Background: an optimization exercise with open tools, aiming at a short achievable clock period and few clock cycles. Do not read the settings as production practice. Where RTL was checked, it was by simulation tests only, not by an equivalence proof against the original. The RTL of runs 1 to 3, 5 and 6 was laid out without a check of its function. Power figures rest on the tool's default switching activity, not on a simulated workload.

$ cat design/flow/config.mk
export PLATFORM = sky130hd
export DESIGN_NAME = cpu_8b
export DESIGN_NICKNAME = cpu_8b
export VERILOG_FILES = /design/flow/design.v
export SDC_FILE = /design/flow/constraint.sdc
export NUM_CORES = 4
export LEC_CHECK = 0
export CAP_MARGIN = 20
export CORE_MARGIN = 2
export CORE_UTILIZATION = 40
export SETUP_SLACK_MARGIN = 3.3
export SLEW_MARGIN = 20
export TNS_END_PERCENT = 100
$ cat design/flow/constraint.sdc
create_clock -name core_clock -period 5.0 [get_ports {clk}]
set_input_delay 1.0000 -clock core_clock [delete_from_list [all_inputs] [get_ports {clk}]]
set_output_delay 1.0000 -clock core_clock [all_outputs]
set_load 0.01 [all_outputs]
$ cat design/flow/design.v
module control_unit(
    input wire [7:0] instr,          
    input wire [2:0] state,          
    input wire zf,                   
    input wire reset,                
    output reg [2:0] next_state,     
    output reg pc_we,                
    output reg pc_sel,               
    output reg pc_jmp_sel,           
    output reg [3:0] pc_offset,      
    output reg addr_sel,             
    output reg [3:0] addr_offset,    
    output reg mem_sel,              
    output reg mem_we,               
    output reg [2:0] alu_opcode,     
    output reg alu_sel_a,            
    output reg alu_sel_b,            
    output reg alu_we,               
    output reg zf_we,                
    output reg ir_we,                
    output reg a_sel,                
    output reg a_we,                 
    output reg b_sel,                
    output reg b_we,                 
    output reg halt                  
);
    localparam ADD    = 3'b000;
    localparam AND    = 3'b001;
    localparam NOT    = 3'b010;
    localparam LOAD   = 3'b011;
    localparam STORE  = 3'b100;
    localparam JUMP   = 3'b101;
    localparam JUMPz  = 3'b110;
    localparam HALT   = 3'b111;
    localparam FETCH      = 3'b000; 
    localparam DECODE     = 3'b001;
    localparam EXECUTE    = 3'b010;
    localparam MEMORY     = 3'b011;
    localparam WRITEBACK  = 3'b100;
    localparam HALT_STATE = 3'b101;
    localparam IDLE       = 3'b110;
    always @(*) begin
        pc_we = 0;               
        pc_sel = 0;              
        pc_jmp_sel = 0;          
        pc_offset = 4'b0000;     
        addr_sel = 0;            
        addr_offset = 4'b0000;   
        mem_sel = 0;             
        mem_we = 0;              
        alu_opcode = 3'b000;     
        alu_sel_a = 0;           
        alu_sel_b = 0;           
        alu_we = 0;              
        zf_we = 0;               
        ir_we = 0;               
        a_sel = 0;               
        a_we = 0;                
        b_sel = 0;               
        b_we = 0;                
        halt = 0;                
        next_state = FETCH;      
        if (reset) begin
            next_state = FETCH;      
        end
        else begin
            case (state)
                FETCH: begin                     
                    next_state = DECODE;         
                    pc_we = 1;                   
                    ir_we = 1;                   
                end
                DECODE: begin    
                    case (instr[7:5])       
                        ADD, AND, NOT, JUMP, JUMPz: begin
                            next_state = EXECUTE;       
                        end
                        LOAD, STORE: begin
                            next_state = MEMORY;
                        end
                        HALT: begin
                            next_state = HALT_STATE;
                        end
                    endcase
                end
                EXECUTE: begin                           
                    case (instr[7:5])
                        ADD, AND: begin
                            alu_opcode = instr[7:5];     
                            alu_sel_a = instr[3];        
                            alu_sel_b = instr[2];        
                            alu_we = 1;                  
                            zf_we = 1;                   
                            next_state = WRITEBACK;
                        end
                        NOT: begin
                            alu_opcode = instr[7:5];     
                            alu_sel_a = instr[3];        
                            alu_we = 1;                  
                            zf_we = 1;                   
                            next_state = WRITEBACK;
                        end
                        JUMP: begin
                            pc_jmp_sel = instr[4];       
                            pc_offset = instr[3:0];      
                            pc_sel = 1;                  
                            pc_we = 1;                   
                            next_state = IDLE;
                        end
                        JUMPz: begin
                            if (zf == 1) begin
                                pc_jmp_sel = instr[4];   
                                pc_offset = instr[3:0];  
                                pc_sel = 1;              
                                pc_we = 1;               
                            end
                            next_state = IDLE;
                        end
                    endcase
                end
                MEMORY: begin                                    
                    case (instr[7:5])
                        LOAD: begin
                            addr_offset = instr[3:0];    
                            addr_sel = 1;                
                            next_state = WRITEBACK;
                        end
                        STORE: begin
                            addr_offset = instr[3:0];    
                            addr_sel = 1;                
                            mem_sel = instr[4];          
                            mem_we = 1;                  
                            next_state = IDLE;
                        end
                    endcase
                end
                WRITEBACK: begin                         
                    case (instr[7:5])
                        ADD, AND, NOT: begin
                            if (instr[4] == 0) begin
                                a_sel = 1;               
                                a_we = 1;                
                            end else begin
                                b_sel = 1;               
                                b_we = 1;                
                            end
                            next_state = FETCH;
                        end
                        LOAD: begin
                            if (instr[4] == 0) begin
                                a_we = 1;            
                            end else begin
                                b_we = 1;            
                            end
                            next_state = FETCH;
                        end
                    endcase
                end 
                HALT_STATE: begin
                    halt = 1;
                    next_state = HALT_STATE;
                end
                IDLE: begin
                    next_state = FETCH;
                end
            endcase
        end
    end
endmodule
module alu(
    input wire [2:0] opcode,         
    input wire [7:0] a,              
    input wire [7:0] b,              
    output reg [7:0] y,              
    output reg zf                    
);
    localparam ADD = 3'b000;         
    localparam AND = 3'b001;         
    localparam NOT = 3'b010;         
always @(*) begin
    zf = 0;
    case (opcode)
        ADD: begin             
            y = a + b;
        end
        AND: begin              
            y = a & b;
        end
        NOT: begin              
            y = ~a;
        end
        default: begin               
            y = 8'b00000000;
        end
    endcase
    if (y == 8'b00000000) begin
        zf = 1;
    end
end
endmodule
module register #(
    parameter WIDTH = 8
)(
    input wire clk,                  
    input wire rst,                  
    input wire we,                   
    input wire [WIDTH-1:0] d,        
    output reg [WIDTH-1:0] q         
);
    always @(posedge clk) begin      
        if (rst) begin
            q <= {WIDTH{1'b0}};      
        end else if (we) begin
            q <= d;                  
        end
    end
endmodule
module mux_2to1 (
    input wire [7:0] in0,    
    input wire [7:0] in1,    
    input wire sel,          
    output wire [7:0] out    
);
    assign out = sel ? in1 : in0;
endmodule
module adder(
    input wire [7:0] a,
    input wire [7:0] b,
    output wire [7:0] sum
);
    assign sum = a + b;
endmodule
module zext(
    input wire [3:0] in,
    output wire [7:0] out
);
assign out = {4'b0000, in};
endmodule
module cpu_8b(
    input wire clk,
    input wire rst,
    output wire halt,
    output wire mem_we,
    output wire [7:0] mem_addr,
    output wire [7:0] mem_wdata,
    input wire [7:0] mem_rdata
);
    reg [7:0] ra, rb;
    reg [7:0] res;        
    reg halted;
    reg [7:0] ir;         
    reg irv;
    reg [7:0] ipc;        
    reg [7:0] ib;         
    reg ibv;
    reg [7:0] aq;         
    reg we;
    reg [7:0] wdata;
    reg pki;              
    reg pkl;              
    reg pkr;              
    reg rki;              
    reg rkl;              
    reg rkr;              
    reg kl;               
    reg [7:0] rpc;
    reg [7:0] fp;         
    assign halt = halted;
    assign mem_we = we;
    assign mem_addr = aq;
    assign mem_wdata = wdata;
    wire [2:0] op = ir[7:5];
    wire [3:0] off = ir[3:0];
    wire is_add = (op == 3'd0);
    wire is_and = (op == 3'd1);
    wire is_not = (op == 3'd2);
    wire is_alu = is_add | is_and | is_not;
    wire is_ld = (op == 3'd3);
    wire is_st = (op == 3'd4);
    wire is_jmp = (op == 3'd5);
    wire is_jz = (op == 3'd6);
    wire is_halt = (op == 3'd7);
    wire zf = (res == 8'd0);
    wire taken = is_jmp | (is_jz & zf);
    wire rd3 = is_alu;
    wire rd2 = is_add | is_and;
    wire rd4 = is_st | taken;
    wire reads_a = (rd3 & ~ir[3]) | (rd2 & ~ir[2]) | (rd4 & ~ir[4]);
    wire reads_b = (rd3 & ir[3]) | (rd2 & ir[2]) | (rd4 & ir[4]);
    wire fwd_ok = is_and | is_not | is_st | (is_add & (ir[3] == ir[2]));
    wire ldv = rkl & ~kl;                   
    wire stall = irv & ((pkl & (pkr ? reads_b : reads_a)) | (ldv & (rkr ? reads_b : reads_a) & ~fwd_ok));
    wire ex = irv & ~halted & ~stall;
    wire fwa = ldv & ~rkr;
    wire fwb = ldv & rkr;
    wire [7:0] va = fwa ? mem_rdata : ra;
    wire [7:0] vb = fwb ? mem_rdata : rb;
    wire [7:0] s3 = ir[3] ? vb : va;
    wire [7:0] s2 = ir[2] ? vb : va;
    wire [7:0] r4 = ir[4] ? vb : va;
    wire fwd = ldv & (rkr ? reads_b : reads_a);
    wire [7:0] sum = fwd ? {s3[6:0], 1'b0} : ((ir[3] ^ ir[2]) ? ra + rb :
                                             (ir[3] ? {rb[6:0], 1'b0} : {ra[6:0], 1'b0}));
    wire [7:0] y = is_add ? sum : (is_and ? (s3 & s2) : ~s3);
    wire [7:0] ea = ipc + 8'd1 + {4'd0, off};
    wire [7:0] tgt = (ir[4] ? rb : ra) + {4'd0, off};
    wire [1:0] n_ib = {1'b0, ibv};
    wire [1:0] n_rd = n_ib + {1'b0, rki};
    wire [1:0] n_all = n_rd + {1'b0, pki};
    wire st_fetch = ex & is_st & ({2'b00, off} <= {2'b00, n_all});
    wire drop_ib = (ex & taken) | (st_fetch & ibv & (off == 4'd0));
    wire drop_rd = (ex & taken) | (st_fetch & rki & ({2'b00, n_ib} >= {2'b00, off}));
    wire drop_f = (ex & taken) | (st_fetch & pki & ({2'b00, n_rd} >= {2'b00, off}));
    wire e0 = irv & ~ex;
    wire e1 = ibv & ~drop_ib;
    wire e2 = rki & ~drop_rd;
    wire over = e0 & e1 & e2;               
    wire fin = pki & ~drop_f & ~over;       
    wire nirv = e0 | e1 | e2;
    wire nibv = (e0 & (e1 | e2)) | (~e0 & e1 & e2);
    wire room = ({1'b0, nirv} + {1'b0, nibv} + {1'b0, fin}) <= 2'd2;
    wire nx_halt = ibv ? (ib[7:5] == 3'd7) : (rki & (mem_rdata[7:5] == 3'd7));
    wire nx_ok = ~irv | (ex & ~is_st & ~taken);
    wire early_halt = nx_halt & nx_ok & (ibv | rki);
    always @(posedge clk) begin
        if (rst) begin
            ra <= 8'd0;
            rb <= 8'd0;
            res <= 8'd1;
            halted <= 1'b0;
            ir <= 8'd0;
            irv <= 1'b0;
            ipc <= 8'd0;
            ib <= 8'd0;
            ibv <= 1'b0;
            aq <= 8'd0;
            we <= 1'b0;
            wdata <= 8'd0;
            pki <= 1'b0;
            pkl <= 1'b0;
            pkr <= 1'b0;
            rki <= 1'b1;
            rkl <= 1'b0;
            rkr <= 1'b0;
            kl <= 1'b0;
            rpc <= 8'd0;
            fp <= 8'd1;
        end else begin
            if (ldv & ~rkr & ~(ex & is_alu & ~ir[4])) ra <= mem_rdata;
            if (ldv & rkr & ~(ex & is_alu & ir[4])) rb <= mem_rdata;
            if (ex & is_alu) begin
                if (ir[4]) rb <= y;
                else ra <= y;
                res <= y;
            end
            if ((ex & is_halt) | early_halt) halted <= 1'b1;
            irv <= nirv;
            ibv <= nibv;
            if (e0) begin
                if (~e1 & e2) ib <= mem_rdata;
            end else if (e1) begin
                ir <= ib;
                ipc <= ipc + 8'd1;
                if (e2) ib <= mem_rdata;
            end else if (e2) begin
                ir <= mem_rdata;
                ipc <= rpc;
            end
            rki <= fin;
            rkl <= pkl;
            rkr <= pkr;
            kl <= ex & pkl & is_alu & (ir[4] == pkr);
            rpc <= aq;
            we <= 1'b0;
            pki <= 1'b0;
            pkl <= 1'b0;
            pkr <= ir[4];
            wdata <= r4;
            if (ex & is_ld) begin
                aq <= ea;
                pkl <= 1'b1;
            end else if (ex & is_st) begin
                aq <= ea;
                we <= 1'b1;
                if (st_fetch) begin
                    pki <= 1'b1;
                    fp <= ea + 8'd1;
                end
            end else if (ex & taken) begin
                aq <= tgt;
                pki <= 1'b1;
                fp <= tgt + 8'd1;
            end else if (over) begin
                fp <= rpc;
            end else if (room) begin
                aq <= fp;
                pki <= 1'b1;
                fp <= fp + 8'd1;
            end
        end
    end
endmodule
$ cat design/flow/run.sh
#!/bin/bash
# synth_recipe.tcl (not shown) runs the flow's synth.tcl, then flattens the netlist and writes it again
# the make line also repeats each setting of config.mk as NAME=value (left out here)
make -C /OpenROAD-flow-scripts/flow DESIGN_CONFIG=/design/flow/config.mk WORK_HOME=/design/flow/orfs CLKGATE_MAP_FILE= SYNTH_SCRIPT=/design/flow/synth_recipe.tcl finish
==> out/metrics.yaml, run 1 <==
ant_nets: 0
synth-simple-area-share_pct: 22.6
regArea_mm2: 0.00189
fin_crit_sh_pct: 77.9
overflow: 0
cpPeakStageDelay_ns: 0.43
synth-compound-area-share_pct: 24.8
numPortBuffers: 27
period_minus_slack_ns: 3.90
synth_ff_type: "dfxtp_1"
r2r_start: "rki"
grt_max_degree: 35
drtIter0Drc: 710
cts.sinks: 91
netlist_area_mm2: 0.00664
wl_per_cell_um: 21.4
cp-start-kind: "register"
mostFrequentLayoutCell: "nor2_1"
insertion_delay_ns: 0.36
die_h_um: 133
ys_ff_latch: 91
ioPinCount: 28
die_x_um: 133
diodes: 0
seq_area_frac_synth_pct: 27.4
leakagePower_nw: 3.66
core-area_mm2: 0.0164
syn_to_final_growth_pct: 42.5
slowest_stage: "fa_1"
die_area_mm2: 0.0177
crit_path_start: "rki"
crit_type: "register to register"
crit_chain: "fa_2, inv_2, ha_4, nor2b_4, o21ai_2, nand4_1, o21ai_2, a41oi_2, nor3_4, fa_1, nor2_1, o41a_1, buf_6, a2bb2oi_4, buf_6, a211oi_1, nor3_1"
synth_nets: 860
required_ns: 5.27
finalMaxSlewViolations: 0
dp.final_hpwl_um: 15700
clkTransAtPathRegs_ns: 0.07
final-hold-violation-count: 0
nets: 974
synth-xor-area-share_pct: 4.75
skew_ns: 0.0121
route.detailed.drc: 0
synth_warnings: 1
min_from: "res[3]"
wl_um: 24800
vias_per_cell: 6.09
crit_path_end_kind: "register"
cts_tree: "done"
rsz0062_at_grt: "true"
status: "no timing/DRC/antenna violations"
grt_pass1_wl_um: 37900
worst_slew_pin_slew_ns: 0.735
powerDensity_mw_per_mm2: 355
multi_input_area_mm2: 0.00548
ys_async_sr_fraction_pct: 0
min_path_type: "register to register"
placed_cells: 1026
critPathMaxFanout: 7
drive_gt1_share_pct: 36.9
slew_headroom_pct: 49.6
synth.avg_cell_area_um2: 8.12
placementRows: 47
n_fill_cell: 1379
yosysUniqueCellTypes: 84
synth-adder-area-share_pct: 6.59
grt_pass1_vias: 6754
first_pass_iters: 5
fin_tns_setup_ns: 0
peakVddDrop_mv: 0.221
setup_violations: 0
fin_util_pct: 57.7
cts_root_buffer: "clkbuf_16"
antenna_found_initial: 0
layout.cells.most_common_list: "nor2_1, buf_4, dfxtp_1"
synthCells: 818
synth_mux_area_share_pct: 9.15
cts_buffer_depth: 2
synth_edf_count: 0
synth_top_family_by_area: "compound AO/OA/AOI/OAI gates"
cts_buffers: 9
fmax_mhz: 257
gp_congestion: 0.931
finalNonFillerCells: 1157
grt.total_usage_pct: 27.5
start_util_pct: 40.5
cts_hold_buf: 0
via_count: 7048
arrival_ns: 4.17
drv_cap: 0
cts_htree_levels: 3
## worst paths after layout
path	endpoint	slack, ns	depth (start not counted)
worst max-delay path	aq[4]	1.10	17
worst max register to register	aq[4]	1.10	17
worst min register to register	res[3]	0.48	2
worst min-delay path	res[3]	0.48	2
## flip-flops by register name (all words and copies together) (netlist names), 8 cells and up
| name | count |
|---|---|
| ra | 8 |
| rpc | 8 |
| wdata | 8 |
| fp | 8 |
| rb | 8 |
| res | 8 |
| ir | 8 |
| aq | 8 |
| ib | 8 |
| ipc | 8 |
## cell families after synthesis
kind of cell	Yosys count
adder cells (fa/ha/maj)	32
multiplexers	59
XOR/XNOR	36
AO/OA/AOI/OAI	224
flip-flops	91
AND/OR/NAND/NOR	299
buffers and inverters	77
## Yosys cell counts (6+ instances only)
library cell,n,share of area [%]
inv_1,32,1.8
ha_1,27,5.1
o31ai_1,7,0.79
o22ai_1,6,0.57
a31oi_1,8,0.75
a211oi_1,33,3.7
nor2_1,88,5.0
nand2_1,65,3.7
xor2_1,19,2.5
and2_1,9,0.85
mux2i_1,45,6.8
nand2b_1,9,0.85
a221oi_1,13,1.7
o211ai_1,9,1.0
nor3_1,21,1.6
xnor2_1,17,2.2
dfxtp_1,91,27
o21ai_0,31,2.3
buf_2,13,0.98
and3_1,18,1.7
nor2b_1,24,2.3
a21oi_1,51,3.8
nand3_1,28,2.1
mux2_2,14,2.4
clkbuf_1,26,1.5
## worst max-delay path: cells and delay by family (launching register included)
family | cells | cell delay [ns]
buf+inv | 3 | 0.38
fa+ha+maj | 3 | 1.02
flops | 1 | 0.36
compound gates | 6 | 1.11
simple gates | 5 | 0.94
## what timing repair did
action,in CTS,in global routing
gates resized for setup,217,83
hold endpoints to repair,0,0
setup endpoints to repair,98,101
cloned,4,0
buffers inserted,90,21
pin swaps,38,43
## through the flow
step | instance area, um2 | hold slack [ns] | power [mW] | worst slack, ns
2_1_floorplan | 7080 | 0.436 | 1.79 | 1.51
3_3_place_gp | 7400 | 0.443 | 2.08 | 0.913
3_5_place_dp | 7400 | 0.449 | 2.08 | 0.748
4_1_cts | 9000 | 0.466 | 3.17 | 1.41
5_1_grt | 9470 | 0.507 | 3.51 | 0.952
6_report | 9470 | 0.482 | 3.36 | 1.10
## area by class of cell
cell class / count / area share [%]
Tap cell: 220 / 2.91
Multi-Input combinational cell: 651 / 57.9
Clock buffer: 11 / 2.56
Sequential cell: 91 / 19.9
Inverter: 32 / 1.44
Timing Repair Buffer: 147 / 14.4
Clock inverter: 5 / 0.872
## report_power, final
group / switching, mW / internal, mW
clock network: 0.325 / 0.455
registers: 0.141 / 0.834
logic: 0.867 / 0.737
total: 1.33 / 2.03
## layer usage
layer | vias to the layer above | share of wire, % | track usage (%)
li1 | 3242 | - | -
met1 | 3425 | 44 | 37.8
met2 | 320 | 44 | 41.7
met3 | 61 | 9.0 | 6.48
met4 | 0 | 2.9 | 10.9
met5 | - | 0 | 0
==> run 2, diff against run 1 <==
--- a/design/flow/design.v
+++ b/design/flow/design.v
@@ -286,3 +286,3 @@
     wire rd2 = is_add | is_and;
-    wire rd4 = is_st | taken;
+    wire rd4 = is_st | is_jmp | is_jz;
     wire reads_a = (rd3 & ~ir[3]) | (rd2 & ~ir[2]) | (rd4 & ~ir[4]);
@@ -291,3 +291,4 @@
     wire ldv = rkl & ~kl;                   
-    wire stall = irv & ((pkl & (pkr ? reads_b : reads_a)) | (ldv & (rkr ? reads_b : reads_a) & ~fwd_ok));
+    wire stall = (pkl & (pkr ? reads_b : reads_a)) |
+                 (ldv & (rkr ? reads_b : reads_a) & ~fwd_ok);
     wire ex = irv & ~halted & ~stall;
@@ -304,22 +305,30 @@
     wire [7:0] y = is_add ? sum : (is_and ? (s3 & s2) : ~s3);
-    wire [7:0] ea = ipc + 8'd1 + {4'd0, off};
-    wire [7:0] tgt = (ir[4] ? rb : ra) + {4'd0, off};
-    wire [1:0] n_ib = {1'b0, ibv};
-    wire [1:0] n_rd = n_ib + {1'b0, rki};
-    wire [1:0] n_all = n_rd + {1'b0, pki};
-    wire st_fetch = ex & is_st & ({2'b00, off} <= {2'b00, n_all});
-    wire drop_ib = (ex & taken) | (st_fetch & ibv & (off == 4'd0));
-    wire drop_rd = (ex & taken) | (st_fetch & rki & ({2'b00, n_ib} >= {2'b00, off}));
-    wire drop_f = (ex & taken) | (st_fetch & pki & ({2'b00, n_rd} >= {2'b00, off}));
-    wire e0 = irv & ~ex;
-    wire e1 = ibv & ~drop_ib;
-    wire e2 = rki & ~drop_rd;
-    wire over = e0 & e1 & e2;               
-    wire fin = pki & ~drop_f & ~over;       
-    wire nirv = e0 | e1 | e2;
-    wire nibv = (e0 & (e1 | e2)) | (~e0 & e1 & e2);
-    wire room = ({1'b0, nirv} + {1'b0, nibv} + {1'b0, fin}) <= 2'd2;
+    wire [7:0] ea = ipc + {3'd0, off} + 8'd1;
+    wire [7:0] ea1 = ipc + {3'd0, off} + 8'd2;
+    wire [7:0] rj = ir[4] ? rb : ra;
+    wire [7:0] tgt = rj + {4'd0, off};
+    wire [7:0] tgt1 = rj + {3'd0, off} + 8'd1;
+    wire [7:0] fp1 = fp + 8'd1;
+    wire o0 = (off == 4'd0);
+    wire o1 = (off == 4'd1);
+    wire o2 = (off == 4'd2);
+    wire o3 = (off == 4'd3);
+    wire n1 = ibv | rki | pki;
+    wire n2 = (ibv & rki) | (ibv & pki) | (rki & pki);
+    wire n3 = ibv & rki & pki;
+    wire stf = is_st & (o0 | (o1 & n1) | (o2 & n2) | (o3 & n3));
+    wire ldf = is_ld & ((o0 & ~n1) | (o1 & n1 & ~n2) | (o2 & n2 & ~n3) | (o3 & n3));
+    wire dib = taken | (stf & ibv & o0);
+    wire drd = taken | (stf & rki & (o0 | (o1 & ibv)));
+    wire dfl = taken | (stf & pki & (o0 | (o1 & (ibv | rki)) | (o2 & ibv & rki)));
+    wire e1_1 = ibv & ~dib;
+    wire e2_1 = rki & ~drd;
+    wire fin1 = pki & ~dfl;
+    wire room1 = ~(e1_1 & e2_1 & fin1);
+    wire over0 = irv & ibv & rki;
+    wire fin0 = pki & ~over0;
+    wire nibv0 = (irv & (ibv | rki)) | (ibv & rki);
+    wire room0 = ~((irv | ibv | rki) & nibv0 & fin0);
     wire nx_halt = ibv ? (ib[7:5] == 3'd7) : (rki & (mem_rdata[7:5] == 3'd7));
-    wire nx_ok = ~irv | (ex & ~is_st & ~taken);
-    wire early_halt = nx_halt & nx_ok & (ibv | rki);
+    wire early_halt = nx_halt & (ibv | rki) & (~irv | (ex & ~is_st & ~taken));
     always @(posedge clk) begin
@@ -356,15 +365,28 @@
             if ((ex & is_halt) | early_halt) halted <= 1'b1;
-            irv <= nirv;
-            ibv <= nibv;
-            if (e0) begin
-                if (~e1 & e2) ib <= mem_rdata;
-            end else if (e1) begin
-                ir <= ib;
-                ipc <= ipc + 8'd1;
-                if (e2) ib <= mem_rdata;
-            end else if (e2) begin
-                ir <= mem_rdata;
-                ipc <= rpc;
+            if (ex) begin
+                irv <= e1_1 | e2_1;
+                ibv <= e1_1 & e2_1;
+                if (e1_1) begin
+                    ir <= ib;
+                    ipc <= ipc + 8'd1;
+                    ib <= mem_rdata;
+                end else begin
+                    ir <= mem_rdata;
+                    ipc <= rpc;
+                end
+            end else begin
+                irv <= irv | ibv | rki;
+                ibv <= nibv0;
+                if (irv) begin
+                    if (~ibv) ib <= mem_rdata;
+                end else if (ibv) begin
+                    ir <= ib;
+                    ipc <= ipc + 8'd1;
+                    ib <= mem_rdata;
+                end else begin
+                    ir <= mem_rdata;
+                    ipc <= rpc;
+                end
             end
-            rki <= fin;
+            rki <= ex ? fin1 : fin0;
             rkl <= pkl;
@@ -373,17 +395,10 @@
             rpc <= aq;
-            we <= 1'b0;
-            pki <= 1'b0;
-            pkl <= 1'b0;
+            we <= ex & is_st;
+            pkl <= ex & is_ld;
             pkr <= ir[4];
             wdata <= r4;
-            if (ex & is_ld) begin
-                aq <= ea;
-                pkl <= 1'b1;
-            end else if (ex & is_st) begin
+            if (ex & (is_ld | is_st)) begin
                 aq <= ea;
-                we <= 1'b1;
-                if (st_fetch) begin
-                    pki <= 1'b1;
-                    fp <= ea + 8'd1;
-                end
+                pki <= is_ld ? ldf : stf;
+                if (is_ld ? ldf : stf) fp <= ea1;
             end else if (ex & taken) begin
@@ -391,9 +406,12 @@
                 pki <= 1'b1;
-                fp <= tgt + 8'd1;
-            end else if (over) begin
-                fp <= rpc;
-            end else if (room) begin
+                fp <= tgt1;
+            end else begin
                 aq <= fp;
-                pki <= 1'b1;
-                fp <= fp + 8'd1;
+                if (ex ? room1 : (room0 & ~over0)) begin
+                    pki <= 1'b1;
+                    fp <= fp1;
+                end else begin
+                    pki <= 1'b0;
+                    if (~ex & over0) fp <= rpc;
+                end
             end
==> run 2 against run 1 <==
Compared with the run above:
- combinational power grew 23%
- clock power is 8.2% lower
- setup slack improved by 1.1 ns
- non-clock buffer count grew 13
- core utilization rose by 3.9 points
- synthesized area increased by 2.1%
- clock skew is 0.0055 ns lower
- power increased by 11%
- final cell count increased by 0.69%
- fmax increased by 41%
- via count up 2.0%
==> out/metrics.yaml, run 2 <==
status: "no timing/DRC/antenna violations"
insertion_delay_ns: 0.36
via_count: 7186
fin_util_pct: 61.6
syn_to_final_growth_pct: 50.7
route.detailed.drc: 0
yosys.area.top_type_share_pct: 26.8
antenna_found_initial: 0
cts_hold_buf: 0
ant_nets: 0
yosysUniqueCellTypes: 93
fin_crit_sh_pct: 55.1
grt_max_degree: 45
vias_per_cell: 6.17
crit_chain: "mux2_4, ha_4, buf_6, a211o_1, a21o_4, nand3_2, nor3b_4, o21bai_1, a31o_4, o31ai_2"
arrival_ns: 3.04
pre_cts_ws_ns: 1.47
regToRegSetupSlack_ns: 2.25
yosys.area.top_type: "dfxtp_1"
drv_cap: 0
layout.cells.most_common_list: "buf_4, nor2_1, buf_6"
diodes: 0
grt_pass1_vias: 6847
reg2reg_depth: 10
cpPeakStageDelay_ns: 0.39
synthCells: 821
ioPinCount: 28
worst_slew_pin_slew_ns: 0.576
first_pass_iters: 6
skew_ns: 0.00659
cts_htree_levels: 3
seq_area_frac_synth_pct: 26.8
gp_congestion: 0.924
peakVddDrop_mv: 0.223
crit_path_end_kind: "register"
fin_tns_setup_ns: 0
leakagePower_nw: 3.78
crit_buf_inv: 1
overflow: 0
start_util_pct: 40.9
grt_pass1_wl_um: 38700
yosysMostFrequentCell: "dfxtp_1"
drive_gt1_share_pct: 46.3
critPathTopFamily: "compound AO/OA/AOI/OAI gates"
clkTransAtPathRegs_ns: 0.07
slowest_stage: "dfxtp_4"
placementRows: 47
slew_headroom_pct: 61.6
cp-start-kind: "register"
synth_nets: 855
r2r_start: "ir[4]"
n_fill_cell: 1355
cts_root_buffer: "clkbuf_16"
numPortBuffers: 27
fin_hold_ws_ns: 0.472
cp.depth: 10
die_x_um: 134
final-hold-violation-count: 0
wl_per_cell_um: 22.1
drtIter0Drc: 709
worst_slack_ns: 2.25
netlist_area_mm2: 0.00679
synth_warnings: 1
cts.sinks: 91
ys_async_sr_fraction_pct: 0
nets: 974
finalMaxSlewViolations: 0
core-area_mm2: 0.0166
cts_tree: "done"
crit_path_start: "ir[4]"
powerDensity_mw_per_mm2: 366
wl_um: 25700
cts_buffers: 9
synth_edf_count: 0
min_path_type: "register to register"
period_minus_slack_ns: 2.75
required_ns: 5.28
rsz0062_at_grt: "true"
die_h_um: 134
grt.total_usage_pct: 27.5
fmax_mhz: 363
synth_top_cells_by_area: "dfxtp_1, mux2i_1, a211oi_1, nor2_1, ha_1"
synth_ff_type: "dfxtp_1"
ys_ff_latch: 91
critPathMaxFanout: 5
synth.avg_cell_area_um2: 8.26
cts_buffer_depth: 2
r2r-end: "fp[5]"
dp.final_hpwl_um: 16000
setup_violations: 0
crit_type: "register to register"
die_area_mm2: 0.0180
synth_commonest_cells: "dfxtp_1, nor2_1, a211oi_1, nand2_1, a21oi_1"
cp-endpoint: "fp[5]"
mostFrequentLayoutCell: "buf_4"
[run 2: changes by cell type after synthesis, moves of 7 or more]
cell	delta
nor2b_1	-9
a221oi_1	-7
a21o_1	+10
inv_1	-15
o211ai_1	+8
nand2_1	-12
nor3_1	-9
a211oi_1	+21
[run 2: timing repair]
| item | CTS | global route |
|---|---|---|
| pin swaps | 86 | 65 |
| resized for setup | 316 | 107 |
| setup buffers | 96 | 33 |
| setup endpoints to repair | 101 | 95 |
| cloned | 2 | 1 |
[run 2: through the flow]
stage	cell area [um2]	power (mW)	instances
after floorplan	7300	2.01	821
after global placement	7480	2.30	1017
after detailed placement	7480	2.32	1017
after CTS	9430	3.46	1131
after global routing	10200	3.90	1165
final	10200	3.74	1165
[run 2: cell type report]
| type | count | area, um2 | share of cell area, % |
|---|---|---|---|
| Multi-Input combinational cell | 659 | 6080 | 59.5 |
| Sequential cell | 91 | 1920 | 18.8 |
| Timing Repair Buffer | 160 | 1560 | 15.2 |
| Tap cell | 220 | 275 | 2.69 |
| Clock buffer | 11 | 264 | 2.58 |
| Inverter | 19 | 92.6 | 0.906 |
| Clock inverter | 5 | 38.8 | 0.379 |
[run 2: worst min path at each step]
stage | cells after the start | to | from | slack [ns]
6_report | 1 | rpc[7] | aq[7] | 0.47
5_1_grt | 1 | rpc[7] | aq[7] | 0.49
4_1_cts | 1 | rpc[0] | aq[0] | 0.48
3_5_place_dp | 1 | rpc[7] | aq[7] | 0.45
3_3_place_gp | 1 | rpc[7] | aq[7] | 0.44
2_1_floorplan | 2 | res[3] | res[3] | 0.45
[run 2: power breakdown]
| part | internal, mW | leakage [nW] | switching, mW |
|---|---|---|---|
| clock | 0.386 | 0.148 | 0.330 |
| sequential | 0.855 | 0.767 | 0.205 |
| combinational | 0.927 | 2.87 | 1.04 |
| total | 2.17 | 3.78 | 1.57 |
[run 2: logic make-up after synthesis]
family          synth area share, %
flops                          26.8
compound gates                 27.4
fa+ha+maj                      4.91
mux                            9.53
xor+xnor                       5.13
simple gates                   21.1
buf+inv                        5.11
[run 2: layer usage]
| layer | GRT usage (%) | vias up | part of all wire [%] |
|---|---|---|---|
| met4 | 8.19 | 0 | 2.5 |
| met2 | 42.4 | 304 | 45 |
| met5 | 0 | - | 0 |
| li1 | - | 3315 | - |
| met3 | 5.48 | 63 | 7.7 |
| met1 | 38.8 | 3504 | 44 |
[run 2: worst register-to-register path, stage by stage, from the launching register on]
cell,delay [ns]
dfxtp_4,0.39
mux2_4,0.33
ha_4,0.18
buf_6,0.11
a211o_1,0.34
a21o_4,0.27
nand3_2,0.08
nor3b_4,0.36
o21bai_1,0.17
a31o_4,0.25
o31ai_2,0.19
==> run 3, diff against run 2 <==
--- a/design/flow/design.v
+++ b/design/flow/design.v
@@ -253,2 +253,3 @@
     reg [7:0] ipc;        
+    reg [7:0] ipc1;       
     reg [7:0] ib;         
@@ -267,2 +268,3 @@
     reg [7:0] fp;         
+    reg jf;               
     assign halt = halted;
@@ -305,8 +307,15 @@
     wire [7:0] y = is_add ? sum : (is_and ? (s3 & s2) : ~s3);
-    wire [7:0] ea = ipc + {3'd0, off} + 8'd1;
-    wire [7:0] ea1 = ipc + {3'd0, off} + 8'd2;
-    wire [7:0] rj = ir[4] ? rb : ra;
-    wire [7:0] tgt = rj + {4'd0, off};
-    wire [7:0] tgt1 = rj + {3'd0, off} + 8'd1;
-    wire [7:0] fp1 = fp + 8'd1;
+    function [7:0] addoff(input [7:0] b, input [3:0] o);
+        reg [4:0] lo;
+        begin
+            lo = {1'b0, b[3:0]} + {1'b0, o};
+            addoff = {lo[4] ? b[7:4] + 4'd1 : b[7:4], lo[3:0]};
+        end
+    endfunction
+    wire [7:0] ea = addoff(ipc1, off);
+    wire [7:0] ta = addoff(ra, off);
+    wire [7:0] tb = addoff(rb, off);
+    wire [7:0] tgt = ir[4] ? tb : ta;
+    wire [7:0] fpv = jf ? aq + 8'd1 : fp;
+    wire [7:0] fp1 = fpv + 8'd1;
     wire o0 = (off == 4'd0);
@@ -342,2 +351,3 @@
             ipc <= 8'd0;
+            ipc1 <= 8'd1;
             ib <= 8'd0;
@@ -356,2 +366,3 @@
             fp <= 8'd1;
+            jf <= 1'b0;
         end else begin
@@ -370,3 +381,4 @@
                     ir <= ib;
-                    ipc <= ipc + 8'd1;
+                    ipc <= ipc1;
+                    ipc1 <= ipc1 + 8'd1;
                     ib <= mem_rdata;
@@ -375,2 +387,3 @@
                     ipc <= rpc;
+                    ipc1 <= rpc + 8'd1;
                 end
@@ -383,3 +396,4 @@
                     ir <= ib;
-                    ipc <= ipc + 8'd1;
+                    ipc <= ipc1;
+                    ipc1 <= ipc1 + 8'd1;
                     ib <= mem_rdata;
@@ -388,2 +402,3 @@
                     ipc <= rpc;
+                    ipc1 <= rpc + 8'd1;
                 end
@@ -399,2 +414,4 @@
             wdata <= r4;
+            jf <= 1'b0;
+            fp <= fpv;
             if (ex & (is_ld | is_st)) begin
@@ -402,3 +419,3 @@
                 pki <= is_ld ? ldf : stf;
-                if (is_ld ? ldf : stf) fp <= ea1;
+                if (is_ld ? ldf : stf) jf <= 1'b1;
             end else if (ex & taken) begin
@@ -406,5 +423,5 @@
                 pki <= 1'b1;
-                fp <= tgt1;
+                jf <= 1'b1;
             end else begin
-                aq <= fp;
+                aq <= fpv;
                 if (ex ? room1 : (room0 & ~over0)) begin
==> run 3 against run 2 <==
Compared with the run above:
- still clean on timing, DRC and antenna
- critical path type unchanged
- setup slack improved by 0.12 ns
- wire length decreased by 13%
- clock skew increased by 0.0051 ns
- non-clock buffer count decreased by 44
- sequential power decreased by 7%
- die area decreased by 3.0%
- via count decreased by 7.6%
- hold slack improved by 0.015 ns
- largest power group unchanged
==> out/metrics.yaml, run 3 <==
drv_cap: 0
first_pass_iters: 5
grt_max_degree: 102
mostFrequentLayoutCell: "nor2_1"
hold_depth: 1
crit_path_end_kind: "register"
synth_top_cells_by_area: "dfxtp_1, mux2i_1, ha_1, nor2_1, a21oi_1"
vias_per_cell: 6.06
netlist_area_mm2: 0.00657
peakVddDrop_mv: 0.208
layout.cells.most_common_list: "nor2_1, dfxtp_1, nand2_1"
synth_nets: 834
dp.final_hpwl_um: 14800
synth_edf_count: 0
drtIter0Drc: 447
fin_tns_setup_ns: 0
cts_root_buffer: "clkbuf_16"
core-area_mm2: 0.0160
crit_type: "register to register"
synth_commonest_cells: "dfxtp_1, nor2_1, nand2_1, a21oi_1, mux2i_1"
via_count: 6637
cts.sinks: 92
cts_buffer_depth: 2
wl_per_cell_um: 20.5
wl_um: 22500
setup_violations: 0
start_util_pct: 41.1
drive_gt1_share_pct: 33.9
die_x_um: 132
cpPeakStageDelay_ns: 0.44
min_path_type: "register to register"
arrival_ns: 2.84
gp_congestion: 0.896
synth.avg_cell_area_um2: 8.29
status: "no timing/DRC/antenna violations"
syn_to_final_growth_pct: 35.1
route.detailed.drc: 0
placed_cells: 994
synthCells: 793
die_h_um: 132
critPathMaxFanout: 8
cts_htree_levels: 3
ant_nets: 0
insertion_delay_ns: 0.36
synth_warnings: 1
cp.depth: 9
seq_area_frac_synth_pct: 28.0
numPortBuffers: 27
fin_crit_sh_pct: 52.7
synth_ff_type: "dfxtp_1"
overflow: 0
clkTransAtPathRegs_ns: 0.07
nets: 916
ys_ff_latch: 92
ys_async_sr_fraction_pct: 0
fmax_mhz: 380
period_minus_slack_ns: 2.63
antenna_found_initial: 0
crit_chain: "clkinv_8, ha_4, or4b_4, o211ai_1, a21boi_4, nor3_4, mux2_4, a311oi_2, a2111oi_2"
placementRows: 46
powerDensity_mw_per_mm2: 344
grt_pass1_wl_um: 35200
n_fill_cell: 1457
yosys.area.top_type: "dfxtp_1"
slowest_stage: "or4b_4"
worst_slew_pin_slew_ns: 0.800
regArea_mm2: 0.00192
cts_tree: "done"
critPathTopFamily: "compound AO/OA/AOI/OAI gates"
yosysUniqueCellTypes: 86
ioPinCount: 28
skew_ns: 0.0117
yosys.area.top_type_share_pct: 28.0
diodes: 0
multi_input_area_mm2: 0.00516
die_area_mm2: 0.0175
grt.total_usage_pct: 25.3
pre_cts_ws_ns: 1.54
slew_headroom_pct: 46.7
finalNonFillerCells: 1096
reg2reg_depth: 9
worst_slack_ns: 2.37
cts_buffers: 9
final-hold-violation-count: 0
rsz0062_at_grt: "true"
cp-start-kind: "register"
finalMaxSlewViolations: 0
required_ns: 5.21
leakagePower_nw: 3.28
yosysMostFrequentCell: "dfxtp_1"
grt_pass1_vias: 6497
crit_buf_inv: 1
-- run 3: cell types whose count changed in the layout (fill, tap and decap cells not counted), moves of 9 or more --
cell	previous run	this run
nand2_1	43	58
dfxtp_2	22	11
nor2b_1	12	21
mux2i_1	39	30
o21ai_0	15	24
buf_4	80	47
ha_1	11	23
a211oi_2	28	6
dfxtp_1	51	65
-- run 3: per-layer routing --
layer  GRT usage [%]  wire length (um)  up-vias  share of wire (%)
met2            42.6             11000      223                 49
met1            31.3              9520     3238                 42
met3            4.31               954       71                4.2
met5               0                 0        -                  0
met4            12.5              1000        0                4.4
li1                -                 -     3105                  -
-- run 3: worst paths after layout --
| path | startpoint | to | slack (ns) |
|---|---|---|---|
| max | ir[3] | fp[5] | 2.37 |
| min reg2reg | res[0] | res[0] | 0.49 |
| min | res[0] | res[0] | 0.49 |
| max reg2reg | ir[3] | fp[5] | 2.37 |
-- run 3: layout make-up --
type	instances	share of cell area [%]
sequential	92	21.6
timing repair buffer	116	12.3
multi-input combinational	629	58.1
clock buffer	9	2.54
inverter	27	1.37
clock inverter	7	1.08
tap	216	3.04
-- run 3: power by group --
group | switching, mW | internal, mW
combinational | 0.697 | 0.606
clock | 0.323 | 0.441
sequential | 0.155 | 0.836
total | 1.18 | 1.88
-- run 3: repair_timing --
item / CTS / global route
setup endpoints to repair: 101 / 96
resized for setup: 250 / 75
pin swaps: 44 / 37
buffers inserted: 72 / 12
hold buffers: 0 / 0
cloned: 2 / 0
-- run 3: metrics by stage --
stage	hold slack, ns	total power [mW]	utilization, %	instance area [um2]
final	0.486	3.06	55.5	8880
after global routing	0.522	3.20	55.5	8880
after CTS	0.472	2.93	53.2	8500
after detailed placement	0.454	1.90	43.7	7000
after global placement	0.450	1.88	43.7	7000
after floorplan	0.437	1.65	-	6690
-- run 3: kinds of logic after synthesis --
family	synth area share, %
flip-flops	28.0
buffers and inverters	4.76
AO/OA/AOI/OAI	25.5
adder cells (fa/ha/maj)	6.36
multiplexers	9.27
XOR/XNOR	4.53
AND/OR/NAND/NOR	21.5
==> run 4, diff against run 3 <==
--- a/design/flow/design.v
+++ b/design/flow/design.v
@@ -273,21 +273,26 @@
     assign mem_wdata = wdata;
-    wire [2:0] op = ir[7:5];
+    reg [16:0] dv;
+    wire [16:0] dv_ib, dv_rd;
+    cpu_dec dec_ib(.i(ib), .d(dv_ib));
+    cpu_dec dec_rd(.i(mem_rdata), .d(dv_rd));
     wire [3:0] off = ir[3:0];
-    wire is_add = (op == 3'd0);
-    wire is_and = (op == 3'd1);
-    wire is_not = (op == 3'd2);
-    wire is_alu = is_add | is_and | is_not;
-    wire is_ld = (op == 3'd3);
-    wire is_st = (op == 3'd4);
-    wire is_jmp = (op == 3'd5);
-    wire is_jz = (op == 3'd6);
-    wire is_halt = (op == 3'd7);
+    wire is_add = dv[0];
+    wire is_and = dv[1];
+    wire is_not = dv[2];
+    wire is_alu = dv[3];
+    wire is_ld = dv[4];
+    wire is_st = dv[5];
+    wire is_jmp = dv[6];
+    wire is_jz = dv[7];
+    wire is_halt = dv[8];
+    wire reads_a = dv[9];
+    wire reads_b = dv[10];
+    wire fwd_ok = dv[11];
+    wire o0 = dv[12];
+    wire o1 = dv[13];
+    wire o2 = dv[14];
+    wire o3 = dv[15];
+    wire x32 = dv[16];
     wire zf = (res == 8'd0);
     wire taken = is_jmp | (is_jz & zf);
-    wire rd3 = is_alu;
-    wire rd2 = is_add | is_and;
-    wire rd4 = is_st | is_jmp | is_jz;
-    wire reads_a = (rd3 & ~ir[3]) | (rd2 & ~ir[2]) | (rd4 & ~ir[4]);
-    wire reads_b = (rd3 & ir[3]) | (rd2 & ir[2]) | (rd4 & ir[4]);
-    wire fwd_ok = is_and | is_not | is_st | (is_add & (ir[3] == ir[2]));
     wire ldv = rkl & ~kl;                   
@@ -304,3 +309,3 @@
     wire fwd = ldv & (rkr ? reads_b : reads_a);
-    wire [7:0] sum = fwd ? {s3[6:0], 1'b0} : ((ir[3] ^ ir[2]) ? ra + rb :
+    wire [7:0] sum = fwd ? {s3[6:0], 1'b0} : (x32 ? ra + rb :
                                              (ir[3] ? {rb[6:0], 1'b0} : {ra[6:0], 1'b0}));
@@ -320,6 +325,2 @@
     wire [7:0] fp1 = fpv + 8'd1;
-    wire o0 = (off == 4'd0);
-    wire o1 = (off == 4'd1);
-    wire o2 = (off == 4'd2);
-    wire o3 = (off == 4'd3);
     wire n1 = ibv | rki | pki;
@@ -349,2 +350,3 @@
             ir <= 8'd0;
+            dv <= 17'd0;
             irv <= 1'b0;
@@ -381,2 +383,3 @@
                     ir <= ib;
+                    dv <= dv_ib;
                     ipc <= ipc1;
@@ -386,2 +389,3 @@
                     ir <= mem_rdata;
+                    dv <= dv_rd;
                     ipc <= rpc;
@@ -396,2 +400,3 @@
                     ir <= ib;
+                    dv <= dv_ib;
                     ipc <= ipc1;
@@ -401,2 +406,3 @@
                     ir <= mem_rdata;
+                    dv <= dv_rd;
                     ipc <= rpc;
@@ -437 +443,30 @@
 endmodule
+module cpu_dec(
+    input wire [7:0] i,
+    output wire [16:0] d
+);
+    wire [2:0] op = i[7:5];
+    wire is_add = (op == 3'd0);
+    wire is_and = (op == 3'd1);
+    wire is_not = (op == 3'd2);
+    wire is_alu = is_add | is_and | is_not;
+    wire rd2 = is_add | is_and;
+    wire rd4 = (op == 3'd4) | (op == 3'd5) | (op == 3'd6);
+    assign d[0] = is_add;
+    assign d[1] = is_and;
+    assign d[2] = is_not;
+    assign d[3] = is_alu;
+    assign d[4] = (op == 3'd3);
+    assign d[5] = (op == 3'd4);
+    assign d[6] = (op == 3'd5);
+    assign d[7] = (op == 3'd6);
+    assign d[8] = (op == 3'd7);
+    assign d[9] = (is_alu & ~i[3]) | (rd2 & ~i[2]) | (rd4 & ~i[4]);
+    assign d[10] = (is_alu & i[3]) | (rd2 & i[2]) | (rd4 & i[4]);
+    assign d[11] = is_and | is_not | (op == 3'd4) | (is_add & (i[3] == i[2]));
+    assign d[12] = (i[3:0] == 4'd0);
+    assign d[13] = (i[3:0] == 4'd1);
+    assign d[14] = (i[3:0] == 4'd2);
+    assign d[15] = (i[3:0] == 4'd3);
+    assign d[16] = i[3] ^ i[2];
+endmodule
==> run 4 against run 3 <==
Compared with the run above:
- final cell count grew 7.3%
- critical endpoint is now ipc1[2]
- sequential power is essentially flat
- critical path depth is the same
- clock power shrank 2.6%
- count of clock-buffer cells in the layout grew 2
- fmax grew 20%
- combinational power shrank 38%
- highest routed layer unchanged
- via count grew 5.2%
- setup slack gained 0.44 ns
- sequential cell count grew 13
- still clean
- synthesized area grew 7.7%
- hold slack gained 0.020 ns
==> out/metrics.yaml, run 4 <==
insertion_delay_ns: 0.37
synth.avg_cell_area_um2: 8.11
required_ns: 5.25
synthCells: 873
grt.total_usage_pct: 25.2
drtIter0Drc: 415
p_int_mw: 1.68
cts_hold_buf: 0
via_count: 6984
ioPinCount: 28
drv_cap: 0
mostFrequentLayoutCell: "nor2_1"
die_area_mm2: 0.0188
min_from: "res[3]"
largest-register: "dv"
drive_gt1_share_pct: 38.4
diodes: 0
dp.final_hpwl_um: 14100
gp_congestion: 0.860
ant_nets: 0
placementRows: 48
ys_async_sr_fraction_pct: 0
yosys.area.top_type_share_pct: 29.7
largest_reg_flops: 16
antenna_found_initial: 0
switching_share_pct: 34.2
core-area_mm2: 0.0173
cts.sinks: 105
yosysUniqueCellTypes: 84
crit_path_start: "rkr"
overflow: 0
first_pass_iters: 5
fin_tns_setup_ns: 0
numPortBuffers: 27
crit_type: "register to register"
netlist_area_mm2: 0.00708
die_h_um: 137
layout.cells.most_common_list: "nor2_1, dfxtp_1, nand2_1"
wl_per_cell_um: 19.6
ys_ff_latch: 105
cts_buffer_depth: 2
synth_commonest_cells: "dfxtp_1, nor2_1, nand2_1, a21oi_1, mux2i_1"
cts_buffers: 9
grt_pass1_vias: 6621
n_fill_cell: 1510
power.switching_mw: 0.876
powerDensity_mw_per_mm2: 256
synth_ff_type: "dfxtp_1"
multi_input_area_mm2: 0.00580
rsz0062_at_grt: "true"
finalMaxSlewViolations: 0
min_path_type: "register to register"
route.detailed.drc: 0
synth_edf_count: 0
p_clk_share_pct: 29.1
fin_hold_ws_ns: 0.507
r2r_start: "rkr"
start_util_pct: 40.9
yosysMostFrequentCell: "dfxtp_1"
skew_ns: 0.0132
arrival_ns: 2.44
setup_violations: 0
die_x_um: 137
cts_tree: "done"
regToRegSetupSlack_ns: 2.81
power_mw: 2.56
peakVddDrop_mv: 0.168
regArea_mm2: 0.00220
status: "no timing/DRC/antenna violations"
synth_nets: 915
clkTransAtPathRegs_ns: 0.08
yosys.area.top_type: "dfxtp_1"
grt_max_degree: 91
synth_top_cells_by_area: "dfxtp_1, mux2i_1, nor2_1, ha_1, nand2_1"
vias_per_cell: 5.94
synth_warnings: 1
cp-start-kind: "register"
critPathMaxFanout: 31
nets: 988
p_comb_share_pct: 31.5
final-hold-violation-count: 0
seq_area_frac_synth_pct: 29.7
crit_path_end_kind: "register"
fin_crit_sh_pct: 43.8
power.share.sequential_pct: 39.4
slew_headroom_pct: 35.8
wl_um: 23100
cts_htree_levels: 3
period_minus_slack_ns: 2.19
leakagePower_nw: 3.76
grt_pass1_wl_um: 36500
syn_to_final_growth_pct: 41.1
cts_root_buffer: "clkbuf_16"
fmax_mhz: 456
worst_slew_pin_slew_ns: 0.962
==> run 4: changes by cell type in the layout (fill, tap and decap cells not counted), sizes merged, moves of 6 or more <==
cell    before  now
a21o         6   18
a22oi       11    5
a311oi       4   19
dfxtp       92  105
nand2b      15    5
nor3        16   25
nor2        84  102
buf        108  120
a211oi      34   27
nand2       63   81
==> run 4: critical path, cell delays in order (launching register included) <==
cell       delay, ns
dfxtp_4         0.38
mux2i_4         0.30
o221ai_4        0.16
buf_12          0.16
buf_4           0.13
o31a_1          0.27
buf_12          0.18
nand3_1         0.09
o21ai_1         0.06
a2111oi_1       0.32
==> run 4: cell type report <==
class / count / area share [%]
multi-input combinational: 685 / 58.1
clock buffer: 11 / 2.33
tap: 225 / 2.82
sequential: 105 / 22.0
inverter: 23 / 0.877
clock inverter: 5 / 0.639
timing repair buffer: 122 / 13.3
==> run 4: metal layers <==
layer | vias up | wire [um] | track usage, %
met5 | - | 0 | 0
li1 | 3351 | - | -
met3 | 45 | 966 | 4.11
met4 | 0 | 579 | 7.16
met1 | 3413 | 10100 | 32.6
met2 | 175 | 11400 | 43.2
==> run 4: per-stage QoR <==
step                      utilization (%)  setup slack [ns]  std cells  cell area, um2
after floorplan                         -              2.84        873            7550
after global placement               44.8              1.89       1070            7750
after detailed placement             44.8              1.83       1070            7750
after CTS                            55.2              2.77       1163            9540
after global routing                 57.7              2.71       1176            9990
final                                57.7              2.81       1176            9990
==> run 4: cell families (layout without fill, tap and decap cells) <==
group	after synthesis	count (layout)	synth area share [%]
simple gates	328	330	23.1
compound gates	225	225	22.4
flops	105	105	29.7
buf+inv	85	161	4.92
mux	62	62	9.32
fa+ha+maj	34	34	6.37
xor+xnor	34	34	4.21
==> run 4: repair_timing <==
item                                    4_1_cts  5_1_grt
gates resized for setup                     312       79
endpoints found under the hold margin         0        0
pin swaps                                    88       62
setup buffers                                73       12
gates cloned                                  4        1
endpoints found under the setup margin      111      106
==> run 4: worst paths after layout <==
| check | depth (start not counted) | end |
|---|---|---|
| worst max-delay path | 9 | ipc1[2] |
| worst min-delay path | 2 | res[3] |
| worst max register to register | 9 | ipc1[2] |
| worst min register to register | 2 | res[3] |
==> run 4: power groups by stage <==
stage | Combinational (mW) | Sequential (mW) | Clock [mW]
3_3_place_gp | 0.525 | 1.01 | 0
6_report | 0.807 | 1.01 | 0.744
4_1_cts | 0.721 | 1.00 | 0.746
2_1_floorplan | 0.436 | 0.969 | 0
5_1_grt | 0.866 | 1.02 | 0.783
3_5_place_dp | 0.527 | 1.01 | 0
Testbench counts of run 4, summed over its fixed seeds: cycles 36,310.
==> run 5, diff against run 4 <==
--- a/design/flow/design.v
+++ b/design/flow/design.v
@@ -260,8 +260,5 @@
     reg pki;              
-    reg pkl;              
-    reg pkr;              
+    reg pa, pb;           
     reg rki;              
-    reg rkl;              
-    reg rkr;              
-    reg kl;               
+    reg la, lb;           
     reg [7:0] rpc;
@@ -297,10 +294,7 @@
     wire taken = is_jmp | (is_jz & zf);
-    wire ldv = rkl & ~kl;                   
-    wire stall = (pkl & (pkr ? reads_b : reads_a)) |
-                 (ldv & (rkr ? reads_b : reads_a) & ~fwd_ok);
+    wire stall = (pa & reads_a) | (pb & reads_b) |
+                 (((la & reads_a) | (lb & reads_b)) & ~fwd_ok);
     wire ex = irv & ~halted & ~stall;
-    wire fwa = ldv & ~rkr;
-    wire fwb = ldv & rkr;
-    wire [7:0] va = fwa ? mem_rdata : ra;
-    wire [7:0] vb = fwb ? mem_rdata : rb;
+    wire [7:0] va = la ? mem_rdata : ra;
+    wire [7:0] vb = lb ? mem_rdata : rb;
     wire [7:0] s3 = ir[3] ? vb : va;
@@ -308,3 +302,3 @@
     wire [7:0] r4 = ir[4] ? vb : va;
-    wire fwd = ldv & (rkr ? reads_b : reads_a);
+    wire fwd = (la & reads_a) | (lb & reads_b);
     wire [7:0] sum = fwd ? {s3[6:0], 1'b0} : (x32 ? ra + rb :
@@ -360,8 +354,7 @@
             pki <= 1'b0;
-            pkl <= 1'b0;
-            pkr <= 1'b0;
+            pa <= 1'b0;
+            pb <= 1'b0;
             rki <= 1'b1;
-            rkl <= 1'b0;
-            rkr <= 1'b0;
-            kl <= 1'b0;
+            la <= 1'b0;
+            lb <= 1'b0;
             rpc <= 8'd0;
@@ -370,4 +363,4 @@
         end else begin
-            if (ldv & ~rkr & ~(ex & is_alu & ~ir[4])) ra <= mem_rdata;
-            if (ldv & rkr & ~(ex & is_alu & ir[4])) rb <= mem_rdata;
+            if (la & ~(ex & is_alu & ~ir[4])) ra <= mem_rdata;
+            if (lb & ~(ex & is_alu & ir[4])) rb <= mem_rdata;
             if (ex & is_alu) begin
@@ -412,9 +405,8 @@
             rki <= ex ? fin1 : fin0;
-            rkl <= pkl;
-            rkr <= pkr;
-            kl <= ex & pkl & is_alu & (ir[4] == pkr);
+            la <= pa & ~(ex & is_alu & ~ir[4]);
+            lb <= pb & ~(ex & is_alu & ir[4]);
             rpc <= aq;
             we <= ex & is_st;
-            pkl <= ex & is_ld;
-            pkr <= ir[4];
+            pa <= ex & is_ld & ~ir[4];
+            pb <= ex & is_ld & ir[4];
             wdata <= r4;
==> run 5 against run 4 <==
Compared with the run above:
- count of clock-buffer cells in the layout is 2 lower
- via count rose by 6.1%
- sequential power grew 15%
- core utilization is 2.9 points higher
- wire length increased by 13%
- sequential share of layout area fell by 0.92 points
- final cell count is 3.6% higher
- die area down 1.8%
- first-iteration DRC count up 65%
- largest cell class unchanged
==> out/metrics.yaml, run 5 <==
critPathMaxFanout: 5
synthCells: 879
r2r-end: "dv[7]"
rsz0062_at_grt: "true"
drv_cap: 0
synth_ff_type: "dfxtp_1"
die_area_mm2: 0.0184
slew_headroom_pct: 31.7
overflow: 0
fmax_mhz: 448
cp-endpoint: "dv[7]"
arrival_ns: 2.52
seq_area_frac_synth_pct: 30.0
pre_cts_ws_ns: 1.71
cts_buffers: 9
yosys.area.top_type_share_pct: 30.0
peakVddDrop_mv: 0.248
die_x_um: 136
wl_um: 26000
ioPinCount: 28
fin_hold_ws_ns: 0.489
finalNonFillerCells: 1218
die_h_um: 136
synth_warnings: 1
yosys.area.top_type: "dfxtp_1"
required_ns: 5.29
numPortBuffers: 27
leakagePower_nw: 3.89
status: "no timing/DRC/antenna violations"
synth-simple-area-share_pct: 22.2
wl_per_cell_um: 21.3
vias_per_cell: 6.08
dp.final_hpwl_um: 14600
cts_hold_buf: 0
r2r_start: "res[1]"
finalMaxSlewViolations: 0
antenna_found_initial: 0
switching_share_pct: 40.2
cp-start-kind: "register"
placementRows: 48
cts.sinks: 104
worst_slew_pin_slew_ns: 1.02
gp_congestion: 0.910
layout.cells.most_common_list: "nor2_1, buf_4, dfxtp_1"
ys_async_sr_fraction_pct: 0
cts_buffer_depth: 2
diodes: 0
yosysMostFrequentCell: "nor2_1"
crit_path_end_kind: "register"
ant_nets: 0
synth_mux_area_share_pct: 8.88
start_util_pct: 40.6
ys_ff_latch: 104
core-area_mm2: 0.0171
syn_to_final_growth_pct: 49.5
power.switching_mw: 1.42
p_comb_share_pct: 46.9
nets: 1030
drive_gt1_share_pct: 44.4
crit_type: "register to register"
cts_htree_levels: 3
synth_top_family_by_area: "compound AO/OA/AOI/OAI gates"
cts_tree: "done"
fin_tns_setup_ns: 0
synth_top_cells_by_area: "dfxtp_1, nor2_1, mux2i_1, ha_1, nand2_1"
largest_reg_flops: 16
largest-register: "dv"
setup_violations: 0
powerDensity_mw_per_mm2: 340
grt_max_degree: 61
reg2reg_depth: 8
first_pass_iters: 5
grt_pass1_vias: 6817
fin_crit_sh_pct: 44.6
final-hold-violation-count: 0
synth_commonest_cells: "nor2_1, dfxtp_1, nand2_1, a21oi_1, o21ai_0"
clkTransAtPathRegs_ns: 0.08
via_count: 7409
synth-compound-area-share_pct: 23.4
min_path_type: "register to register"
synth-xor-area-share_pct: 3.78
drtIter0Drc: 686
yosysUniqueCellTypes: 72
insertion_delay_ns: 0.36
synth_edf_count: 0
power_mw: 3.53
worst_slack_ns: 2.77
mostFrequentLayoutCell: "nor2_1"
p_int_mw: 2.11
p_clk_share_pct: 20.2
crit_path_start: "res[1]"
cts_root_buffer: "clkbuf_16"
route.detailed.drc: 0
netlist_area_mm2: 0.00694
skew_ns: 0.00988
placed_cells: 1076
period_minus_slack_ns: 2.23
synth-adder-area-share_pct: 6.34
synth.avg_cell_area_um2: 7.90
synth_nets: 921
power.share.sequential_pct: 32.9
grt_pass1_wl_um: 38300
grt.total_usage_pct: 26.8
regToRegSetupSlack_ns: 2.77
-- run 5: cell types whose count changed after synthesis, sizes merged, moves of 5 or more --
cell / before / now
nand3b: 8 / 1
a211oi: 27 / 36
o21ai: 35 / 49
nor2: 102 / 107
inv: 22 / 28
mux2i: 47 / 41
o21a: 1 / 7
nand3: 25 / 37
nor3b: 10 / 0
a21o: 18 / 6
-- run 5: kinds of logic after synthesis --
logic type	Yosys count
compound gates	237
xor+xnor	30
fa+ha+maj	33
buf+inv	92
flops	104
mux	59
simple gates	324
-- run 5: power by group through the flow --
stage	Clock, mW	Sequential (mW)	Combinational, mW
5_1_grt	0.759	1.18	1.76
2_1_floorplan	0	1.07	0.825
4_1_cts	0.729	1.14	1.45
3_3_place_gp	0	1.16	0.985
3_5_place_dp	0	1.16	0.987
6_report	0.712	1.16	1.65
-- run 5: critical path, cell delays in order (launching register included) --
cell and delay [ns]:
dfxtp_2 0.36, nor3_4 0.05, buf_12 0.13, a311oi_4 0.46, mux2i_4 0.18, buf_12 0.17, buf_16 0.13, or4_4 0.42
a311oi_2 0.26
-- run 5: how the worst min path moves through the flow --
stage,from,end,slack [ns],depth (start not counted)
2_1_floorplan,pa,la,0.45,1
3_3_place_gp,pa,la,0.47,1
3_5_place_dp,pa,la,0.47,1
4_1_cts,pa,la,0.47,1
5_1_grt,res[5],res[5],0.50,2
6_report,res[5],res[5],0.49,2
-- run 5: metrics by stage --
stage	util, %	instance area (um2)
after detailed placement	44.2	7560
final	60.7	10400
after CTS	57.0	9750
after global routing	60.7	10400
after global placement	44.2	7560
after floorplan	-	7320
-- run 5: metal layers --
layer / vias up / track usage, % / part of all wire, %
met1: 3626 / 37.5 / 43
met4: 0 / 8.10 / 2.2
li1: 3431 / - / -
met5: - / 0 / 0
met2: 306 / 42.4 / 47
met3: 46 / 4.30 / 7.5
-- run 5: repair_timing --
item                                    CTS  global route
gates resized for setup                 384           106
buffers inserted                        100            16
endpoints found under the hold margin     0             0
pin swaps                                88            58
endpoints found under the setup margin  114           102
gates cloned                              9             1
-- run 5: cell type report --
type | count | area [um2]
inverters | 28 | 111
repair buffers | 161 | 1750
clock inverters | 7 | 63.8
flip-flops and latches | 104 | 2190
multi-input cells | 684 | 5760
clock buffers | 9 | 225
well taps | 225 | 282
fillers | 1444 | 6740
==> run 6, diff against run 5 <==
--- a/design/flow/design.v
+++ b/design/flow/design.v
@@ -294,5 +294,9 @@
     wire taken = is_jmp | (is_jz & zf);
+    reg fl;
+    wire irv_e = irv & ~fl;
+    wire ibv_e = ibv & ~fl;
+    wire rki_e = rki & ~fl;
     wire stall = (pa & reads_a) | (pb & reads_b) |
                  (((la & reads_a) | (lb & reads_b)) & ~fwd_ok);
-    wire ex = irv & ~halted & ~stall;
+    wire ex = irv_e & ~halted & ~stall;
     wire [7:0] va = la ? mem_rdata : ra;
@@ -319,20 +323,20 @@
     wire [7:0] fp1 = fpv + 8'd1;
-    wire n1 = ibv | rki | pki;
-    wire n2 = (ibv & rki) | (ibv & pki) | (rki & pki);
-    wire n3 = ibv & rki & pki;
+    wire n1 = ibv_e | rki_e | pki;
+    wire n2 = (ibv_e & rki_e) | (ibv_e & pki) | (rki_e & pki);
+    wire n3 = ibv_e & rki_e & pki;
     wire stf = is_st & (o0 | (o1 & n1) | (o2 & n2) | (o3 & n3));
     wire ldf = is_ld & ((o0 & ~n1) | (o1 & n1 & ~n2) | (o2 & n2 & ~n3) | (o3 & n3));
-    wire dib = taken | (stf & ibv & o0);
-    wire drd = taken | (stf & rki & (o0 | (o1 & ibv)));
-    wire dfl = taken | (stf & pki & (o0 | (o1 & (ibv | rki)) | (o2 & ibv & rki)));
-    wire e1_1 = ibv & ~dib;
-    wire e2_1 = rki & ~drd;
+    wire dib = (stf & ibv_e & o0);
+    wire drd = (stf & rki_e & (o0 | (o1 & ibv_e)));
+    wire dfl = (stf & pki & (o0 | (o1 & (ibv_e | rki_e)) | (o2 & ibv_e & rki_e)));
+    wire e1_1 = ibv_e & ~dib;
+    wire e2_1 = rki_e & ~drd;
     wire fin1 = pki & ~dfl;
     wire room1 = ~(e1_1 & e2_1 & fin1);
-    wire over0 = irv & ibv & rki;
+    wire over0 = irv_e & ibv_e & rki_e;
     wire fin0 = pki & ~over0;
-    wire nibv0 = (irv & (ibv | rki)) | (ibv & rki);
-    wire room0 = ~((irv | ibv | rki) & nibv0 & fin0);
-    wire nx_halt = ibv ? (ib[7:5] == 3'd7) : (rki & (mem_rdata[7:5] == 3'd7));
-    wire early_halt = nx_halt & (ibv | rki) & (~irv | (ex & ~is_st & ~taken));
+    wire nibv0 = (irv_e & (ibv_e | rki_e)) | (ibv_e & rki_e);
+    wire room0 = ~((irv_e | ibv_e | rki_e) & nibv0 & fin0);
+    wire nx_halt = ibv_e ? (ib[7:5] == 3'd7) : (rki_e & (mem_rdata[7:5] == 3'd7));
+    wire early_halt = nx_halt & (ibv_e | rki_e) & (~irv_e | (ex & ~is_st & ~taken));
     always @(posedge clk) begin
@@ -362,2 +366,3 @@
             jf <= 1'b0;
+            fl <= 1'b0;
         end else begin
@@ -387,7 +392,7 @@
             end else begin
-                irv <= irv | ibv | rki;
+                irv <= irv_e | ibv_e | rki_e;
                 ibv <= nibv0;
-                if (irv) begin
-                    if (~ibv) ib <= mem_rdata;
-                end else if (ibv) begin
+                if (irv_e) begin
+                    if (~ibv_e) ib <= mem_rdata;
+                end else if (ibv_e) begin
                     ir <= ib;
@@ -413,2 +418,3 @@
             jf <= 1'b0;
+            fl <= ex & taken;
             fp <= fpv;
==> run 6 against run 5 <==
Compared with the run above:
- still clean
- via count grew 6.0%
- count of clock-buffer cells in the layout unchanged
- die area rose by 2.2%
- power is 2.6% higher
- wire length rose by 9.3%
- global-route usage is 0.51 points higher
- core utilization is 2.5 points higher
- critical path depth grew 3
- clock skew up 0.0073 ns
- sequential share of layout area is 0.86 points lower
- synthesized area increased by 2.3%
- critical endpoint is now ipc1[6]
- largest cell class unchanged
- largest power group unchanged
==> out/metrics.yaml, run 6 <==
grt_pass1_vias: 6947
mostFrequentLayoutCell: "buf_4"
skew_ns: 0.0172
status: "no timing/DRC/antenna violations"
ys_ff_latch: 105
die_x_um: 137
layout.cells.most_common_list: "buf_4, nor2_1, buf_6"
slew_headroom_pct: 46.4
multi_input_area_mm2: 0.00609
cts_tree: "done"
cts_root_buffer: "clkbuf_16"
period_minus_slack_ns: 2.34
peakVddDrop_mv: 0.182
arrival_ns: 2.57
numPortBuffers: 27
synth.avg_cell_area_um2: 8.10
synth_edf_count: 0
diodes: 0
synth_warnings: 1
synth_nets: 919
vias_per_cell: 6.24
ys_async_sr_fraction_pct: 0
fin_util_pct: 63.2
placed_cell_area_mm2: 0.00756
overflow: 0
largest_reg_flops: 16
cts.sinks: 105
netlist_area_mm2: 0.00710
cts_buffers: 9
antenna_found_initial: 0
power.switching_mw: 1.43
regArea_mm2: 0.00222
min_path_type: "register to register"
nets: 1071
grt_pass1_wl_um: 39600
p_clk_share_pct: 21.1
wl_um: 28400
cp-start-kind: "register"
gp_congestion: 0.880
setup_violations: 0
yosysUniqueCellTypes: 71
power.share.sequential_pct: 32.3
first_pass_iters: 7
wl_per_cell_um: 22.6
required_ns: 5.23
final-hold-violation-count: 0
synthCells: 877
fmax_mhz: 427
switching_share_pct: 39.6
==> run 6: cell types whose count changed after synthesis, moves of 6 or more <==
cell,before,now
a21oi_1,54,60
a21o_1,6,14
nand2_1,79,71
nor3_1,21,27
xnor2_1,23,14
o21ai_0,47,39
nor2_1,107,96
nand3_1,37,23
==> run 6: cell type report <==
class                           instances  share of cell area [%]
Timing Repair inverter                  1                  0.0685
Clock inverter                          7                   0.707
Clock buffer                            9                    2.05
Multi-Input combinational cell        693                    55.6
Tap cell                              225                    2.57
Sequential cell                       105                    20.2
Inverter                               24                   0.856
Timing Repair Buffer                  195                    18.0
==> run 6: critical path, stage by stage, from the launching register on <==
cell and delay [ns]:
dfxtp_1 0.36, a221oi_4 0.36, buf_4 0.19, o211ai_4 0.15
buf_6 0.17, buf_6 0.11, buf_6 0.12, o21ai_4 0.21
buf_6 0.16, a21oi_1 0.04, o21ai_1 0.20, a21oi_1 0.13
==> run 6: cells by family after synthesis <==
family                   count (synthesis)  synth area share (%)
XOR/XNOR                                25                  3.08
buffers and inverters                   87                  4.99
adder cells (fa/ha/maj)                 35                  6.48
AND/OR/NAND/NOR                        310                  21.4
multiplexers                            65                  9.67
AO/OA/AOI/OAI                          250                  24.8
flip-flops                             105                  29.6
==> run 6: what timing repair did <==
| item | 4_1_cts | 5_1_grt |
|---|---|---|
| resized for setup | 395 | 157 |
| endpoints found under the setup margin | 115 | 104 |
| cloned | 9 | 3 |
| pin swaps | 117 | 83 |
| hold buffers | 0 | 0 |
| setup buffers | 98 | 62 |
==> run 6: metrics by stage <==
step,hold slack [ns],instances
global route,0.492,1259
CTS,0.460,1194
detailed placement,0.449,1071
floorplan,0.436,877
global placement,0.449,1071
finish,0.461,1259
==> run 6: routing by layer <==
| layer | GRT usage (%) | vias to the layer above | wire length (um) |
|---|---|---|---|
| li1 | - | 3555 | - |
| met1 | 38.1 | 3820 | 11900 |
| met2 | 43.0 | 383 | 13400 |
| met3 | 5.52 | 97 | 2130 |
| met4 | 7.10 | 0 | 916 |
| met5 | 0 | - | 0 |
==> run 6: final timing paths <==
| check | startpoint | to | slack (ns) | cells past startpoint |
|---|---|---|---|---|
| setup / recovery | pb | ipc1[6] | 2.66 | 11 |
| hold / removal | res[4] | res[4] | 0.46 | 2 |
| setup reg to reg | pb | ipc1[6] | 2.66 | 11 |
| hold reg to reg | res[4] | res[4] | 0.46 | 2 |
==> run 6: power groups by stage <==
stage	Combinational, mW	Clock, mW	Sequential (mW)
6_report	1.68	0.764	1.17
4_1_cts	1.32	0.761	1.14
3_5_place_dp	0.900	0	1.15
2_1_floorplan	0.727	0	1.07
5_1_grt	1.78	0.796	1.18
3_3_place_gp	0.896	0	1.15

Check on run 6: ideal ports give 2.656 ns setup slack; a clkbuf_16 on the clock port and buf_2 on the inputs give 2.656 ns; moving port delays by the midpoint clock arrival (0.406 ns) as well gives 2.522 ns.
